Source: an optimization exercise on an open RTL-to-GDS flow (aim: small area). Production flows keep margins and buffers that such runs may drop.
Where RTL was checked, it was by simulation tests only, not by an equivalence proof against the original.

==> inputs of job 8830 <==
// Core
module Core(clk, reset, config_en, config_in, config_out, in0, in1, in2, in3, in4, in5, in6, in7, out0, out1, out2, out3, out4, out5, out6, out7);
	parameter size = 16;
	input clk, reset, config_en, config_in;
	output config_out;
	input [size-1:0] in0, in1, in2, in3, in4, in5, in6, in7;
	output [size-1:0] out0, out1, out2, out3, out4, out5, out6, out7;
	reg [367:0] cfg;
	wire [367:0] cfg_d;
	CFGV #(368) cfg_mux(.en(config_en), .q(cfg), .prev({cfg[366:0], config_in}), .y(cfg_d));
	always @(posedge clk, posedge reset)
		if (reset) cfg <= 0;
		else cfg <= cfg_d;
	assign config_out = cfg[367];
	reg [size-1:0] io_q0, io_q1, io_q2, io_q3, io_q4, io_q5, io_q6, io_q7, bm_q0, bm_q1, bm_q2, bm_q3, bm_q4, bm_q5, bm_q6, bm_q7, alu_q0, alu_q1, alu_q10, alu_q11, alu_q12, alu_q13, alu_q14, alu_q15, alu_q2, alu_q3, alu_q4, alu_q5, alu_q6, alu_q7, alu_q8, alu_q9, mem_q0, mem_q1, mem_q10, mem_q11, mem_q12, mem_q13, mem_q14, mem_q15, mem_q2, mem_q3, mem_q4, mem_q5, mem_q6, mem_q7, mem_q8, mem_q9;
	wire [size-1:0] pe_n0, pe_n1, pe_n10, pe_n11, pe_n12, pe_n13, pe_n14, pe_n15, pe_n2, pe_n3, pe_n4, pe_n5, pe_n6, pe_n7, pe_n8, pe_n9;
	PEOUT pe_o0(.s(cfg[21]), .alu(alu_q0), .mem(mem_q0), .yn(pe_n0));
	PEOUT pe_o1(.s(cfg[35]), .alu(alu_q1), .mem(mem_q1), .yn(pe_n1));
	PEOUT pe_o10(.s(cfg[49]), .alu(alu_q10), .mem(mem_q10), .yn(pe_n10));
	PEOUT pe_o11(.s(cfg[63]), .alu(alu_q11), .mem(mem_q11), .yn(pe_n11));
	PEOUT pe_o12(.s(cfg[77]), .alu(alu_q12), .mem(mem_q12), .yn(pe_n12));
	PEOUT pe_o13(.s(cfg[91]), .alu(alu_q13), .mem(mem_q13), .yn(pe_n13));
	PEOUT pe_o14(.s(cfg[105]), .alu(alu_q14), .mem(mem_q14), .yn(pe_n14));
	PEOUT pe_o15(.s(cfg[119]), .alu(alu_q15), .mem(mem_q15), .yn(pe_n15));
	PEOUT pe_o2(.s(cfg[133]), .alu(alu_q2), .mem(mem_q2), .yn(pe_n2));
	PEOUT pe_o3(.s(cfg[147]), .alu(alu_q3), .mem(mem_q3), .yn(pe_n3));
	PEOUT pe_o4(.s(cfg[161]), .alu(alu_q4), .mem(mem_q4), .yn(pe_n4));
	PEOUT pe_o5(.s(cfg[175]), .alu(alu_q5), .mem(mem_q5), .yn(pe_n5));
	PEOUT pe_o6(.s(cfg[189]), .alu(alu_q6), .mem(mem_q6), .yn(pe_n6));
  ...
Settings: LEC_CHECK=0, CAP_MARGIN=20, CORE_MARGIN=2, CORE_UTILIZATION=40, PLACE_DENSITY=0.8, SLEW_MARGIN=20, SYNTH_HIERARCHICAL=1; clock period 10.0 ns.
standard.sh (not shown) runs the stock make flow with config.mk's settings and CLKGATE_MAP_FILE= SYNTH_SCRIPT=/design/flow/synth_recipe.tcl, a recipe that flattens the netlist after the stock synthesis.
==> flow/flow/run.sh <==
#!/bin/bash
# Own layout flow: the standard ORFS flow, except that
#  * synthesis maps the combinational logic with an area-oriented ABC script
#    (flow/abc_area.script) instead of ORFS's delay-oriented one; every other
#    synthesis pass (register mapping, flattening, renaming) is the standard flow's own;
#  * the ORFS variables listed in flow/extra_args (one NAME=value per line) are
#    passed to make on top of the standard flow's settings; a line DONT_USE_ADD=cells adds
#    cells to the platform's DONT_USE_CELLS list.
# The rest (floorplan, placement, CTS, routing, final) is the standard flow,
# run through a copy of the standard.sh. Each tool writes its full log under
# orfs/logs/ as usual; make's own output goes to flow.log.
set -euo pipefail
HERE=$(pwd)
FLOWDIR=$HERE/flow
mkdir -p $HERE/custom
# ORFS synth.tcl with the final technology-mapping abc call using our script
sed 's#^\(\s*\)log_cmd abc {\*}\$abc_args$#\1log_cmd abc {*}[lreplace $abc_args 1 1 '"$FLOWDIR"'/abc_area.script]#' \
    $FLOW_HOME/scripts/synth.tcl > $HERE/custom/synth.tcl
grep -q "abc_area.script\]" $HERE/custom/synth.tcl
# The standard flow's synthesis wrapper, sourcing the patched synth.tcl
sed 's#source \$::env(SCRIPTS_DIR)/synth.tcl#source '"$HERE"'/custom/synth.tcl#' synth_recipe.tcl > $HERE/custom/synth_recipe.tcl
grep -q "custom/synth.tcl" $HERE/custom/synth_recipe.tcl
# standard.sh with our synthesis script
sed 's#SYNTH_SCRIPT=[^ ]*synth_recipe.tcl#SYNTH_SCRIPT='"$HERE"'/custom/synth_recipe.tcl#' standard.sh > $HERE/custom/standard.sh
grep -q "custom/synth_recipe.tcl" $HERE/custom/standard.sh
EXTRA=()
if [[ -f $FLOWDIR/extra_args ]]; then
  while IFS= read -r line; do
    [[ -z "$line" || "$line" == \#* ]] && continue
    if [[ "$line" == DONT_USE_ADD=* ]]; then
      base=$(make --no-print-directory -C $FLOW_HOME DESIGN_CONFIG=$FLOW_CONFIG WORK_HOME=$HERE/orfs print-DONT_USE_CELLS 2>/dev/null | sed -n 's/^DONT_USE_CELLS: //p')
      [[ -n "$base" ]]
      EXTRA+=("DONT_USE_CELLS=$base ${line#DONT_USE_ADD=}")
    else
      EXTRA+=("$line")
    fi
  done < $FLOWDIR/extra_args
fi
printf '%s\n' "${EXTRA[@]}" > $HERE/custom/extra_args.used
bash $HERE/custom/standard.sh "${EXTRA[@]}" finish > $HERE/flow.log 2>&1
==> flow/flow/extra_args <==
CTS_ARGS=-sink_clustering_enable -repair_clock_nets -dont_use_dummy_load -sink_clustering_size 20 -sink_clustering_max_diameter 60
DONT_USE_ADD=sky130_fd_sc_hd__o21ai_0 sky130_fd_sc_hd__and2_0 sky130_fd_sc_hd__or2_0 sky130_fd_sc_hd__a21boi_0 sky130_fd_sc_hd__o311ai_0 sky130_fd_sc_hd__a2111oi_0 sky130_fd_sc_hd__a21bo_1 sky130_fd_sc_hd__a31o_1 sky130_fd_sc_hd__and4bb_1 sky130_fd_sc_hd__inv_1 sky130_fd_sc_hd__mux2_1 sky130_fd_sc_hd__mux4_1 sky130_fd_sc_hd__o211a_1 sky130_fd_sc_hd__o21ba_1 sky130_fd_sc_hd__o221a_1 sky130_fd_sc_hd__or2_1 sky130_fd_sc_hd__or3b_1 sky130_fd_sc_hd__or4b_1
BUFFER_PORTS_ARGS=-buffer_cell sky130_fd_sc_hd__buf_2
Other scripts of this flow, unchanged in this note and not shown: flow/flow/abc_area.script
==> job 243: changes against job 8830 <==
--- a/flow/design.v
+++ b/flow/design.v
@@ -717,20 +717,20 @@
 	FA fa194(.a(n162), .b(n163), .c(n192), .s(n193), .co(n194));
 	wire n195;
 	wire n196;
 	FA fa196(.a(n164), .b(n165), .c(n194), .s(n195), .co(n196));
 	wire n197;
 	wire n198;
 	FA fa198(.a(n166), .b(n167), .c(n196), .s(n197), .co(n198));
-	wire n199;
-	wire n200;
-	FA fa200(.a(n168), .b(n169), .c(n198), .s(n199), .co(n200));
-	wire n201;
-	wire n202;
-	FA fa202(.a(n170), .b(n171), .c(n200), .s(n201), .co(n202));
+	wire g6 = ~(n168 | n169);
+	wire tp6 = ~(n168 & n169);
+	wire h6 = n168 ^ n169;
+	wire g7 = ~(n170 | n171);
+	wire tp7 = ~(n170 & n171);
+	wire h7 = n170 ^ n171;
 	wire g8 = ~(n172 | n173);
 	wire tp8 = ~(n172 & n173);
 	wire h8 = n172 ^ n173;
 	wire g9 = ~(n174 | n175);
 	wire tp9 = ~(n174 & n175);
 	wire h9 = n174 ^ n175;
 	wire g10 = ~(n176 | n177);
@@ -744,130 +744,140 @@
 	wire h12 = n180 ^ n181;
 	wire g13 = ~(n182 | n183);
 	wire tp13 = ~(n182 & n183);
 	wire h13 = n182 ^ n183;
 	wire g14 = ~(n184 | n185);
 	wire tp14 = ~(n184 & n185);
 	wire h14 = n184 ^ n185;
+	wire n199;
+	INV iv199(.a(n198), .y(n199));
+	wire n200;
+	GI gi200(.gh(g6), .th(tp6), .gl(n199), .y(n200));
+	wire n201;
+	GI gi201(.gh(g8), .th(tp8), .gl(g7), .y(n201));
+	wire n202;
+	assign n202 = ~(tp8 & tp7);
 	wire n203;
-	INV iv203(.a(n202), .y(n203));
+	GI gi203(.gh(g10), .th(tp10), .gl(g9), .y(n203));
 	wire n204;
-	GI gi204(.gh(g8), .th(tp8), .gl(n203), .y(n204));
+	assign n204 = ~(tp10 & tp9);
 	wire n205;
-	GI gi205(.gh(g10), .th(tp10), .gl(g9), .y(n205));
+	GI gi205(.gh(g12), .th(tp12), .gl(g11), .y(n205));
 	wire n206;
-	assign n206 = ~(tp10 & tp9);
+	assign n206 = ~(tp12 & tp11);
 	wire n207;
-	GI gi207(.gh(g12), .th(tp12), .gl(g11), .y(n207));
+	GI gi207(.gh(g14), .th(tp14), .gl(g13), .y(n207));
 	wire n208;
-	assign n208 = ~(tp12 & tp11);
+	assign n208 = ~(tp14 & tp13);
 	wire n209;
-	GI gi209(.gh(g14), .th(tp14), .gl(g13), .y(n209));
+	INV iv209(.a(n200), .y(n209));
 	wire n210;
-	assign n210 = ~(tp14 & tp13);
+	GI gi210(.gh(g7), .th(tp7), .gl(n209), .y(n210));
 	wire n211;
-	INV iv211(.a(n204), .y(n211));
+	GP gp211(.gh(n201), .th(n202), .gl(n200), .y(n211));
 	wire n212;
-	GI gi212(.gh(g9), .th(tp9), .gl(n211), .y(n212));
+	INV iv212(.a(n203), .y(n212));
 	wire n213;
-	GP gp213(.gh(n205), .th(n206), .gl(n204), .y(n213));
+	INV iv213(.a(n204), .y(n213));
 	wire n214;
-	INV iv214(.a(n207), .y(n214));
+	GI gi214(.gh(g11), .th(tp11), .gl(n212), .y(n214));
 	wire n215;
-	INV iv215(.a(n208), .y(n215));
+	assign n215 = ~(tp11 & n213);
 	wire n216;
-	GI gi216(.gh(g13), .th(tp13), .gl(n214), .y(n216));
+	GP gp216(.gh(n205), .th(n206), .gl(n203), .y(n216));
 	wire n217;
-	assign n217 = ~(tp13 & n215);
+	assign n217 = ~(n206 | n204);
 	wire n218;
-	GP gp218(.gh(n209), .th(n210), .gl(n207), .y(n218));
+	GI gi218(.gh(g9), .th(tp9), .gl(n211), .y(n218));
 	wire n219;
-	assign n219 = ~(n210 | n208);
+	INV iv219(.a(n211), .y(n219));
 	wire n220;
-	GI gi220(.gh(g11), .th(tp11), .gl(n213), .y(n220));
+	GP gp220(.gh(n203), .th(n204), .gl(n219), .y(n220));
 	wire n221;
-	INV iv221(.a(n213), .y(n221));
+	GP gp221(.gh(n214), .th(n215), .gl(n219), .y(n221));
 	wire n222;
-	GP gp222(.gh(n207), .th(n208), .gl(n221), .y(n222));
+	GI gi222(.gh(n216), .th(n217), .gl(n211), .y(n222));
 	wire n223;
-	GP gp223(.gh(n216), .th(n217), .gl(n221), .y(n223));
+	INV iv223(.a(n222), .y(n223));
 	wire n224;
-	GI gi224(.gh(n218), .th(n219), .gl(n213), .y(n224));
+	GI gi224(.gh(g13), .th(tp13), .gl(n223), .y(n224));
 	wire n225;
-	XOR2 xo225(.a(ppn0[15]), .b(ppn10[5]), .y(n225));
+	GP gp225(.gh(n207), .th(n208), .gl(n222), .y(n225));
 	wire n226;
-	XOR2 xo226(.a(ppn11[4]), .b(ppn12[3]), .y(n226));
+	XOR2 xo226(.a(ppn0[15]), .b(ppn10[5]), .y(n226));
 	wire n227;
-	XOR2 xo227(.a(ppn13[2]), .b(ppn14[1]), .y(n227));
+	XOR2 xo227(.a(ppn11[4]), .b(ppn12[3]), .y(n227));
 	wire n228;
-	XOR2 xo228(.a(ppn15[0]), .b(ppn2[13]), .y(n228));
+	XOR2 xo228(.a(ppn13[2]), .b(ppn14[1]), .y(n228));
 	wire n229;
-	XOR2 xo229(.a(ppn3[12]), .b(ppn4[11]), .y(n229));
+	XOR2 xo229(.a(ppn15[0]), .b(ppn2[13]), .y(n229));
 	wire n230;
-	XOR2 xo230(.a(ppn5[10]), .b(ppn6[9]), .y(n230));
+	XOR2 xo230(.a(ppn3[12]), .b(ppn4[11]), .y(n230));
 	wire n231;
-	XOR2 xo231(.a(ppn7[8]), .b(ppn8[7]), .y(n231));
+	XOR2 xo231(.a(ppn5[10]), .b(ppn6[9]), .y(n231));
 	wire n232;
-	XOR2 xo232(.a(ppn9[6]), .b(ppn1[14]), .y(n232));
+	XOR2 xo232(.a(ppn7[8]), .b(ppn8[7]), .y(n232));
 	wire n233;
-	XOR2 xo233(.a(n225), .b(n226), .y(n233));
+	XOR2 xo233(.a(ppn9[6]), .b(ppn1[14]), .y(n233));
 	wire n234;
-	XOR2 xo234(.a(n227), .b(n228), .y(n234));
+	XOR2 xo234(.a(n226), .b(n227), .y(n234));
 	wire n235;
-	XOR2 xo235(.a(n229), .b(n230), .y(n235));
+	XOR2 xo235(.a(n228), .b(n229), .y(n235));
 	wire n236;
-	XOR2 xo236(.a(n231), .b(n6), .y(n236));
+	XOR2 xo236(.a(n230), .b(n231), .y(n236));
 	wire n237;
-	XOR2 xo237(.a(n232), .b(n233), .y(n237));
+	XOR2 xo237(.a(n232), .b(n6), .y(n237));
 	wire n238;
-	XOR2 xo238(.a(n234), .b(n235), .y(n238));
+	XOR2 xo238(.a(n233), .b(n234), .y(n238));
 	wire n239;
-	XOR2 xo239(.a(n236), .b(n36), .y(n239));
+	XOR2 xo239(.a(n235), .b(n236), .y(n239));
 	wire n240;
-	XOR2 xo240(.a(n38), .b(n4), .y(n240));
+	XOR2 xo240(.a(n237), .b(n36), .y(n240));
 	wire n241;
-	XOR2 xo241(.a(n40), .b(n237), .y(n241));
+	XOR2 xo241(.a(n38), .b(n4), .y(n241));
 	wire n242;
-	XOR2 xo242(.a(n238), .b(n239), .y(n242));
+	XOR2 xo242(.a(n40), .b(n238), .y(n242));
 	wire n243;
-	XOR2 xo243(.a(n240), .b(n42), .y(n243));
+	XOR2 xo243(.a(n239), .b(n240), .y(n243));
 	wire n244;
-	XOR2 xo244(.a(n241), .b(n242), .y(n244));
+	XOR2 xo244(.a(n241), .b(n42), .y(n244));
 	wire n245;
-	XOR2 xo245(.a(n86), .b(n243), .y(n245));
+	XOR2 xo245(.a(n242), .b(n243), .y(n245));
 	wire n246;
-	XOR2 xo246(.a(n88), .b(n244), .y(n246));
+	XOR2 xo246(.a(n86), .b(n244), .y(n246));
 	wire n247;
-	XOR2 xo247(.a(n245), .b(n90), .y(n247));
+	XOR2 xo247(.a(n88), .b(n245), .y(n247));
 	wire n248;
-	XOR2 xo248(.a(n246), .b(n130), .y(n248));
+	XOR2 xo248(.a(n246), .b(n90), .y(n248));
 	wire n249;
-	XOR2 xo249(.a(n247), .b(n248), .y(n249));
+	XOR2 xo249(.a(n247), .b(n130), .y(n249));
 	wire n250;
-	XOR2 xo250(.a(n132), .b(n249), .y(n250));
+	XOR2 xo250(.a(n248), .b(n249), .y(n250));
 	wire n251;
-	XOR2 xo251(.a(n250), .b(n156), .y(n251));
+	XOR2 xo251(.a(n132), .b(n250), .y(n251));
 	wire n252;
-	XOR2 xo252(.a(n251), .b(n186), .y(n252));
+	XOR2 xo252(.a(n251), .b(n156), .y(n252));
+	wire n253;
+	XOR2 xo253(.a(n252), .b(n186), .y(n253));
 	assign rn[0] = n187;
 	assign rn[1] = n189;
 	assign rn[2] = n191;
 	assign rn[3] = n193;
 	assign rn[4] = n195;
 	assign rn[5] = n197;
-	assign rn[6] = n199;
-	assign rn[7] = n201;
-	assign rn[8] = (h8 ^ n202);
-	assign rn[9] = (h9 ^ n204);
-	assign rn[10] = (h10 ^ n212);
-	assign rn[11] = ~(h11 ^ n213);
-	assign rn[12] = (h12 ^ n220);
-	assign rn[13] = ~(h13 ^ n222);
-	assign rn[14] = ~(h14 ^ n223);
-	assign rn[15] = (n252 ^ ~n224);
+	assign rn[6] = (h6 ^ n198);
+	assign rn[7] = (h7 ^ n200);
+	assign rn[8] = (h8 ^ n210);
+	assign rn[9] = ~(h9 ^ n211);
+	assign rn[10] = (h10 ^ n218);
+	assign rn[11] = ~(h11 ^ n220);
+	assign rn[12] = ~(h12 ^ n221);
+	assign rn[13] = (h13 ^ n222);
+	assign rn[14] = (h14 ^ n224);
+	assign rn[15] = (n253 ^ n225);
 endmodule
 module Core(clk, reset, config_en, config_in, config_out, in0, in1, in2, in3, in4, in5, in6, in7, out0, out1, out2, out3, out4, out5, out6, out7);
 	parameter size = 16;
 	input clk, reset, config_en, config_in;
 	output config_out;
 	input [size-1:0] in0, in1, in2, in3, in4, in5, in6, in7;
 	output [size-1:0] out0, out1, out2, out3, out4, out5, out6, out7;
==> flow/flow/extra_args (replaced) <==
CTS_ARGS=-sink_clustering_enable -repair_clock_nets -dont_use_dummy_load -sink_clustering_size 30 -sink_clustering_max_diameter 100
DONT_USE_ADD=sky130_fd_sc_hd__o21ai_0 sky130_fd_sc_hd__and2_0 sky130_fd_sc_hd__or2_0 sky130_fd_sc_hd__a21boi_0 sky130_fd_sc_hd__o311ai_0 sky130_fd_sc_hd__a2111oi_0 sky130_fd_sc_hd__a21bo_1 sky130_fd_sc_hd__a31o_1 sky130_fd_sc_hd__and4bb_1 sky130_fd_sc_hd__inv_1 sky130_fd_sc_hd__mux2_1 sky130_fd_sc_hd__mux4_1 sky130_fd_sc_hd__o211a_1 sky130_fd_sc_hd__o21ba_1 sky130_fd_sc_hd__o221a_1 sky130_fd_sc_hd__or2_1 sky130_fd_sc_hd__or3b_1 sky130_fd_sc_hd__or4b_1
==> job 8383: changes against job 8830 <==
==> flow/flow/extra_args (replaced) <==
CTS_ARGS=-sink_clustering_enable -repair_clock_nets -dont_use_dummy_load -sink_clustering_size 20 -sink_clustering_max_diameter 60
DONT_USE_ADD=sky130_fd_sc_hd__o21ai_0 sky130_fd_sc_hd__and2_0 sky130_fd_sc_hd__or2_0 sky130_fd_sc_hd__a21boi_0 sky130_fd_sc_hd__o311ai_0 sky130_fd_sc_hd__a2111oi_0 sky130_fd_sc_hd__a21bo_1 sky130_fd_sc_hd__a31o_1 sky130_fd_sc_hd__and4bb_1 sky130_fd_sc_hd__inv_1 sky130_fd_sc_hd__mux2_1 sky130_fd_sc_hd__mux4_1 sky130_fd_sc_hd__o211a_1 sky130_fd_sc_hd__o21ba_1 sky130_fd_sc_hd__o221a_1 sky130_fd_sc_hd__or2_1 sky130_fd_sc_hd__or3b_1 sky130_fd_sc_hd__or4b_1
BUFFER_PORTS_ARGS=-buffer_cell sky130_fd_sc_hd__buf_1
Settings changed: PLACE_DENSITY 0.8 to not set.
==> notes <==
- Job 8830 went through all stages and came out clean. Job 243 never finished: it broke off in final report (6_report). Job 8383 finished but fails on max-capacitance violations, max-slew violations.
- Of job 8383 and job 8830, job 8830 has the higher non-clock buffer count (gap 24).
- Die area is the same in job 8383 and job 8830.
- Between job 8383 and job 8830, the lower cell area is in job 8830 (gap about 0.9%, measured against job 8830).
- Flip-flop and latch count is the same in job 8383 and job 8830.
Function not checked in job 243: the RTL went through the layout flow alone.

[static timing again, ports no longer ideal]
In the flow no input, the clock included, has a driving cell. The finished layouts below were timed again as built, in two steps. Step 1: set_driving_cell puts a clkbuf_16 on clk and a buf_2 on each other input, an assumption about the parent block. Step 2 also shifts input and output timing later by t, the mid clock arrival at the registers, as if the neighbouring blocks saw the same clock. Three values: ideal ports, drivers, drivers and shift; two values: the first two.
| run | t (ns) | setup WS [ns] | worst setup path at the end | clock arrival spread, ns | worst register clock-pin slew, ns |
|---|---|---|---|---|---|
| job 8830 | 0.871 | 0.924 / 0.924 / 0.924 | register to register | 0.143 / 0.143 | 0.09 / 0.09 |
| job 8383 | 0.973 | 0.470 / 0.470 / 0.470 | register to register | 0.158 / 0.159 | 0.08 / 0.08 |
